What follows belongs to an exercise in optimizing a design on an open flow for small area and a short achievable clock period; a production flow would make more cautious choices.
The RTL of this run was laid out without a check of its function.

===== design/flow/design.v =====
module Cordic (
  input  wire        in_clk,
  input  wire        in_rst,
  input  wire        in_enable,
  input  wire [15:0] in_x,
  input  wire [15:0] in_y,
  output wire        out_valid,
  output wire [18:0] out_phase,
  output wire [15:0] out_x,
  output wire [15:0] out_y
);
  function [18:0] atan;
    input integer i;
    begin
      case (i)
        0: atan = 19'h0c90f;
        1: atan = 19'h076b1;
        2: atan = 19'h03eb6;
        3: atan = 19'h01fd5;
        4: atan = 19'h00ffa;
        5: atan = 19'h007ff;
        6: atan = 19'h003ff;
        default: atan = 19'h001ff;
      endcase
    end
  endfunction
  reg [11:0] vld;
  always @(posedge in_clk or negedge in_rst)
    if (!in_rst) vld <= 12'b0;
    else         vld <= {vld[10:0], in_enable};
  assign out_valid = vld[11];
  reg signed [16:0] xr [0:8];
  reg signed [16:0] yr [0:8];
  reg        [7:0]  dr [1:8];    
  always @(posedge in_clk) begin
    xr[0] <= {in_x[15], in_x};
    yr[0] <= {in_y[15], in_y};
  end
  genvar i;
  generate
    for (i = 0; i < 8; i = i + 1) begin : g_stage
      wire               d  = yr[i][16];
      wire signed [16:0] xs = xr[i] >>> i;
      wire signed [16:0] ys = yr[i] >>> i;
      wire        [16:0] xn, yn;
      padd #(.N(17), .ARCH(0)) u_xadd (.a(xr[i]), .b(ys ^ {17{d}}),  .cin(d),  .s(xn));
      padd #(.N(17), .ARCH(0)) u_yadd (.a(yr[i]), .b(xs ^ {17{~d}}), .cin(~d), .s(yn));
      always @(posedge in_clk) begin
        xr[i+1] <= xn;
        yr[i+1] <= yn;
      end
      if (i == 0) begin : g_d0
        always @(posedge in_clk) dr[1] <= {7'b0, d};
      end else begin : g_dn
        always @(posedge in_clk) dr[i+1] <= (dr[i] & ((8'd1 << i) - 8'd1)) | ({7'b0, d} << i);
      end
    end
  endgenerate
  localparam [27:0] GAINC = 28'h5b70049;
  function [15:0] gain;
    input [16:0] v;
    reg   [16:0] u;
    reg   [27:0] p;
    begin
      u = {~v[16], v[15:0]};
      p = ({11'b0, u} << 11) + ({11'b0, u} << 9) + ({11'b0, ~u} << 6) +
          ({11'b0, ~u} << 3) + {11'b0, ~u} + GAINC;
      gain = p[27:12];
    end
  endfunction
  function [18:0] zsum;
    input [3:0] dirs;
    input integer base;
    integer k;
    begin
      zsum = 19'd0;
      for (k = 0; k < 4; k = k + 1)
        zsum = dirs[k] ? zsum - atan(base + k) : zsum + atan(base + k);
    end
  endfunction
  wire [18:0] zlo [0:15];
  wire [18:0] zhi [0:15];
  genvar j;
  generate
    for (j = 0; j < 16; j = j + 1) begin : g_ztab
      assign zlo[j] = zsum(j, 0);
      assign zhi[j] = zsum(j, 4);
    end
  endgenerate
  reg [15:0] ox, oy;
  reg [18:0] oz;
  always @(posedge in_clk) begin
    ox <= gain(xr[8]);
    oy <= gain(yr[8]);
    oz <= zlo[dr[8][3:0]] + zhi[dr[8][7:4]];
  end
  assign out_x = ox;
  assign out_y = oy;
  assign out_phase = oz;
endmodule
module padd #(parameter N = 17, ARCH = 0) (
  input  wire [N-1:0] a,
  input  wire [N-1:0] b,
  input  wire         cin,
  output wire [N-1:0] s
);
  localparam W = N + 1;              
  localparam L = $clog2(W);
  localparam D = 2 * L;              
  wire [W*(D+1)-1:0] g, p;           
  assign g[W-1:0] = {a & b, cin};
  assign p[W-1:0] = {a ^ b, 1'b0};
  genvar l, k;
  generate
    for (l = 0; l < D; l = l + 1) begin : lv
      for (k = 0; k < W; k = k + 1) begin : bt
        localparam integer J =
          (ARCH == 0) ? ((l < L && ((k >> l) & 1)) ? ((k >> l) << l) - 1 : -1) :
          (ARCH == 2) ? ((l < L && k >= (1 << l)) ? k - (1 << l) : -1) :
          (l < L) ? ((((k + 1) % (2 << l)) == 0) ? k - (1 << l) : -1) :
          (l < 2 * L - 1) ? (((((k + 1) % (2 << (2 * L - 2 - l))) == (1 << (2 * L - 2 - l))) &&
                              k >= (2 << (2 * L - 2 - l))) ? k - (1 << (2 * L - 2 - l)) : -1) : -1;
        if (J >= 0) begin : c
          assign g[(l+1)*W+k] = g[l*W+k] | (p[l*W+k] & g[l*W+J]);
          assign p[(l+1)*W+k] = p[l*W+k] & p[l*W+J];
        end else begin : n
          assign g[(l+1)*W+k] = g[l*W+k];
          assign p[(l+1)*W+k] = p[l*W+k];
        end
      end
    end
  endgenerate
  assign s = p[W-1:1] ^ g[D*W+N-1:D*W];
endmodule
module CordicVectoring (
  input  wire        in_clk,
  input  wire        in_rst,
  input  wire        in_enable,
  input  wire [15:0] in_x,
  input  wire [15:0] in_y,
  output wire        out_valid,
  output wire [18:0] out_phase,
  output wire [15:0] out_x,
  output wire [15:0] out_y
);
  Cordic u_cordic (
    .in_clk    (in_clk),
    .in_rst    (in_rst),
    .in_enable (in_enable),
    .in_x      (in_x),
    .in_y      (in_y),
    .out_valid (out_valid),
    .out_phase (out_phase),
    .out_x     (out_x),
    .out_y     (out_y)
  );
endmodule

===== design/flow/flow/run.sh =====
#!/bin/bash
set -euo pipefail
bash standard.sh \
  SETUP_SLACK_MARGIN=${MARGIN:-5.8} \
  "BUFFER_PORTS_ARGS=-buffer_cell sky130_fd_sc_hd__buf_2" \
  finish > standard.log 2>&1

===== design/flow/standard.sh =====
#!/bin/bash
# synth_recipe.tcl (not shown) runs the flow's synth.tcl, then flattens the netlist and writes it again
# the make line also repeats each setting of config.mk as NAME=value (left out here)
make -C /OpenROAD-flow-scripts/flow DESIGN_CONFIG=/design/flow/config.mk WORK_HOME=/design/flow/orfs CLKGATE_MAP_FILE= SYNTH_SCRIPT=/design/flow/synth_recipe.tcl "${@:-finish}"

===== design/flow/config.mk =====
export PLATFORM = sky130hd
export DESIGN_NAME = CordicVectoring
export DESIGN_NICKNAME = CordicVectoring
export VERILOG_FILES = /design/flow/design.v
export SDC_FILE = /design/flow/constraint.sdc
export NUM_CORES = 4
export LEC_CHECK = 0
export CAP_MARGIN = 20
export CORE_MARGIN = 2
export CORE_UTILIZATION = 40
export SLEW_MARGIN = 20

===== design/flow/constraint.sdc =====
create_clock -name core_clock -period 9.0 [get_ports {in_clk}]
set_input_delay 1.8000 -clock core_clock [delete_from_list [all_inputs] [get_ports {in_clk}]]
set_output_delay 1.8000 -clock core_clock [all_outputs]
set_load 0.01 [all_outputs]

==> run summary <==
## routing by layer
metal | up-vias | track usage [%] | part of all wire [%]
met3 | 90 | 2.39 | 3.2
met5 | - | 0 | 0
met4 | 0 | 5.32 | 3.0
met2 | 205 | 28.7 | 52
met1 | 7555 | 16.9 | 42
li1 | 8343 | - | -
## kinds of logic after synthesis
family | share of synthesized area [%]
other | 0.0153
buffers and inverters | 6.36
xor gates and xnor gates | 15.6
DFF | 33.1
and+or+nand+nor | 6.46
adders and majority gates | 28.1
muxes | 0.414
AOI/OAI and AO/OA | 9.91
## critical path: stages (launching register included)
cell and delay (ns):
dfxtp_4 0.36, inv_4 0.05, fa_1 0.55, fa_1 0.43
fa_1 0.54, ha_4 0.22, a21o_1 0.16, a21o_1 0.17
a21o_1 0.20, o2bb2ai_2 0.13, a21oi_2 0.22, a31oi_4 0.13
and4_4 0.18, a2111oi_4 0.20, xnor2_1 0.11
## layout by cell type, fill, tap and decap left out, drive strengths merged, types with 26 or more instances in the layout
cell	instances
a21o	55
a21oi	97
buf	190
clkbuf	65
dfxtp	390
fa	124
ha	352
inv	379
nand2	45
nand2b	26
nand3	29
nor2	114
nor3	44
o21a	35
o21ai	58
o21bai	31
xnor2	245
xor2	190
## worst max-delay path by stage
stage | start | endpoint | cells past startpoint
floorplan | u_cordic.xr[8][12] | u_cordic.ox[15] | 14
global placement | u_cordic.xr[8][9] | u_cordic.ox[15] | 14
detailed placement | u_cordic.xr[8][9] | u_cordic.ox[15] | 14
CTS | u_cordic.yr[8][13] | u_cordic.oy[14] | 16
global route | u_cordic.yr[8][13] | u_cordic.oy[9] | 17
finish | u_cordic.xr[8][12] | u_cordic.ox[15] | 14
## sequential cells by signal (all words and copies together), names as in the netlist
signal / cells
u_cordic.oy: 16
u_cordic.vld: 12
u_cordic.dr: 36
u_cordic.oz: 18
u_cordic.xr: 152
u_cordic.yr: 152
u_cordic.ox: 16
## timing repair
action	4_1_cts	5_1_grt
hold buffers	0	0
cloned	4	2
pin swaps	57	53
setup buffers	50	48
resized for setup	146	95
setup endpoints to repair	75	66
## final cells by class
class / count / area [sq um]
Sequential cell: 402 / 8220
Multi-Input combinational cell: 1608 / 15700
Fill cell: 5402 / 30900
Inverter: 379 / 1440
Tap cell: 782 / 978
Clock inverter: 26 / 377
Clock buffer: 63 / 1310
Timing Repair Buffer: 196 / 1530
==> metrics.md <==
| Metric | Value |
|---|---|
| Worst clock skew | `0.0353 ns` |
| Reg2reg setup slack | `5.26 ns` |
| Initial antenna violation count | `1` |
| Vias per std cell | `4.69` |
| Rel. slew slack | `61.8%` |
| Crit path kind | `register to register` |
| CTS buffer count | `48` |
| Sequential share of the synthesized area | `33.1%` |
| Routed via count | `16200` |
| Syn Area/Cell | `10.1 sq um` |
| Placement Cell Area | `0.0260 sq mm` |
| NumNets Final | `3146` |
| Height of the chip | `251 um` |
| Global Route Usage Sum | `15.1%` |
| Worst-skew pair later-pin latency | `0.61 ns` |
| Min Tclk post-route | `3.74 ns` |
| Share of the synthesized area in the top cell type | `31.9%` |
| Yosys warns | `7` |
| Layout cells sized above 1 | `18.6%` |
| Crit path required time | `9.49 ns` |
| CTS sink count | `402` |
| Outcome | `complete, no violations` |
| HP Start | `u_cordic.dr[7][0]` |
| Post-synth top area cell | `dfxtp_1` |
| Fin. max-slew vios | `0` |
| Worst-path fanout max | `3` |
| Post-synth top cells | `dfxtp_1 (390), inv_1 (379), ha_1 (352)` |
| Diode count | `0` |
| Port Buffers | `85` |
| Measured slew at the worst slew-check pin | `0.569 ns` |
| RR Startpoint | `u_cordic.xr[8][12]` |
| Cell count after placement | `3263` |
| Rows | `90` |
| Drt wl/cell | `13.6 um` |
| Routability cong. | `0.846` |
| Fin area | `0.0296 sq mm` |
| Clock buffer depth | `3` |
| IO Count | `87` |
| Hold violation count in the final report | `0` |
| Max cap viols | `0` |
| Post-synth top flop | `dfxtp_1` |
| Reg2reg end | `u_cordic.ox[15]` |
| Area contributors post-synth | `dfxtp_1 (32%), ha_1 (18%), fa_1 (10%)` |
| Synthesized flop and latch total | `402` |
| Final Setup Violations | `0` |
| Largest net degree at the start of global routing | `25` |
| WP data arrival | `4.23 ns` |
| Final cycle utilization of the critical path | `41.6%` |
| DP Worst Slack | `4.98 ns` |
| Die Width | `251 um` |
| Post-synth EDFFs | `0` |
| Non-Filler Instances | `3456` |
| Crit path capture type | `register` |
| Number of global-route vias before repair | `17300` |
| H-Tree Level Count | `2` |
| Syn nets | `2931` |
| CORE AREA | `0.0605 sq mm` |
| Clock transition at path regs | `0.06 ns` |
| Router iterations before antenna repair | `4` |
| DRC | `0` |
| Reg2Reg Depth | `14` |
| Final wirelength | `47.0 mm` |
| Syn Inst Count | `2420` |
| First-pass GRT wire length | `79.3 mm` |
| Hold Path Stages | `0` |
| Hold Crit Endpoint | `u_cordic.dr[8][0]` |
| DR iter-0 viols | `411` |
| Root Buffer | `clkbuf_16` |
| Layout area overhead | `20.8%` |
| Fmax | `0.267 GHz` |
| DP HPWL | `35.6 mm` |
| GRT overflow | `0` |
| Worst hold-check path type | `register to register` |
| Cell Area, Synth | `0.0245 sq mm` |
| Final setup margin | `5.26 ns` |
| Cell with the most instances after synthesis | `dfxtp_1` |
| Post-layout util | `48.9%` |
| CTS tree | `done` |
| Synth cell types | `65` |
| FFs w/ async S/R, synth | `2.99%` |
| DIE AREA | `0.0632 sq mm` |
| Setup crit start kind | `register` |
| Post-route ant nets | `0` |
| Initial core utilization | `40.5%` |
| Fin Setup TNS | `0 ns` |
| Worst hold margin | `0.323 ns` |
| RSZ-0062 raised after global routing | `true` |

==> what the ideal ports hide <==
The flow's constraints put no driver on any port. The routed layout listed below was extracted and timed again, unchanged, in two steps. Step 1 (the two cells are an assumption about what drives the block):
set clk [get_ports {in_clk}]
set_driving_cell -lib_cell sky130_fd_sc_hd__clkbuf_16 $clk
set_driving_cell -lib_cell sky130_fd_sc_hd__buf_2 [delete_from_list [all_inputs] $clk]
Step 2 also shifts input and output timing later by t, the mid clock arrival at the registers, as if the neighbouring blocks saw the same clock. Slacks: ideal ports / drivers / drivers and shift; pairs: ideal ports / drivers.
t, ns: 0.647
slack for setup (ns): 5.259 / 5.259 / 5.259
hold WS [ns]: 0.323 / 0.323 / 0.323
slew at the worst register clock pin (ns): 0.06 / 0.06
cell pins on the clock port's net: 1
After both steps this run still meets setup and hold. For this run, drivers alone change the setup slack by 0.000 ns; drivers and shift together by 0.000 ns.
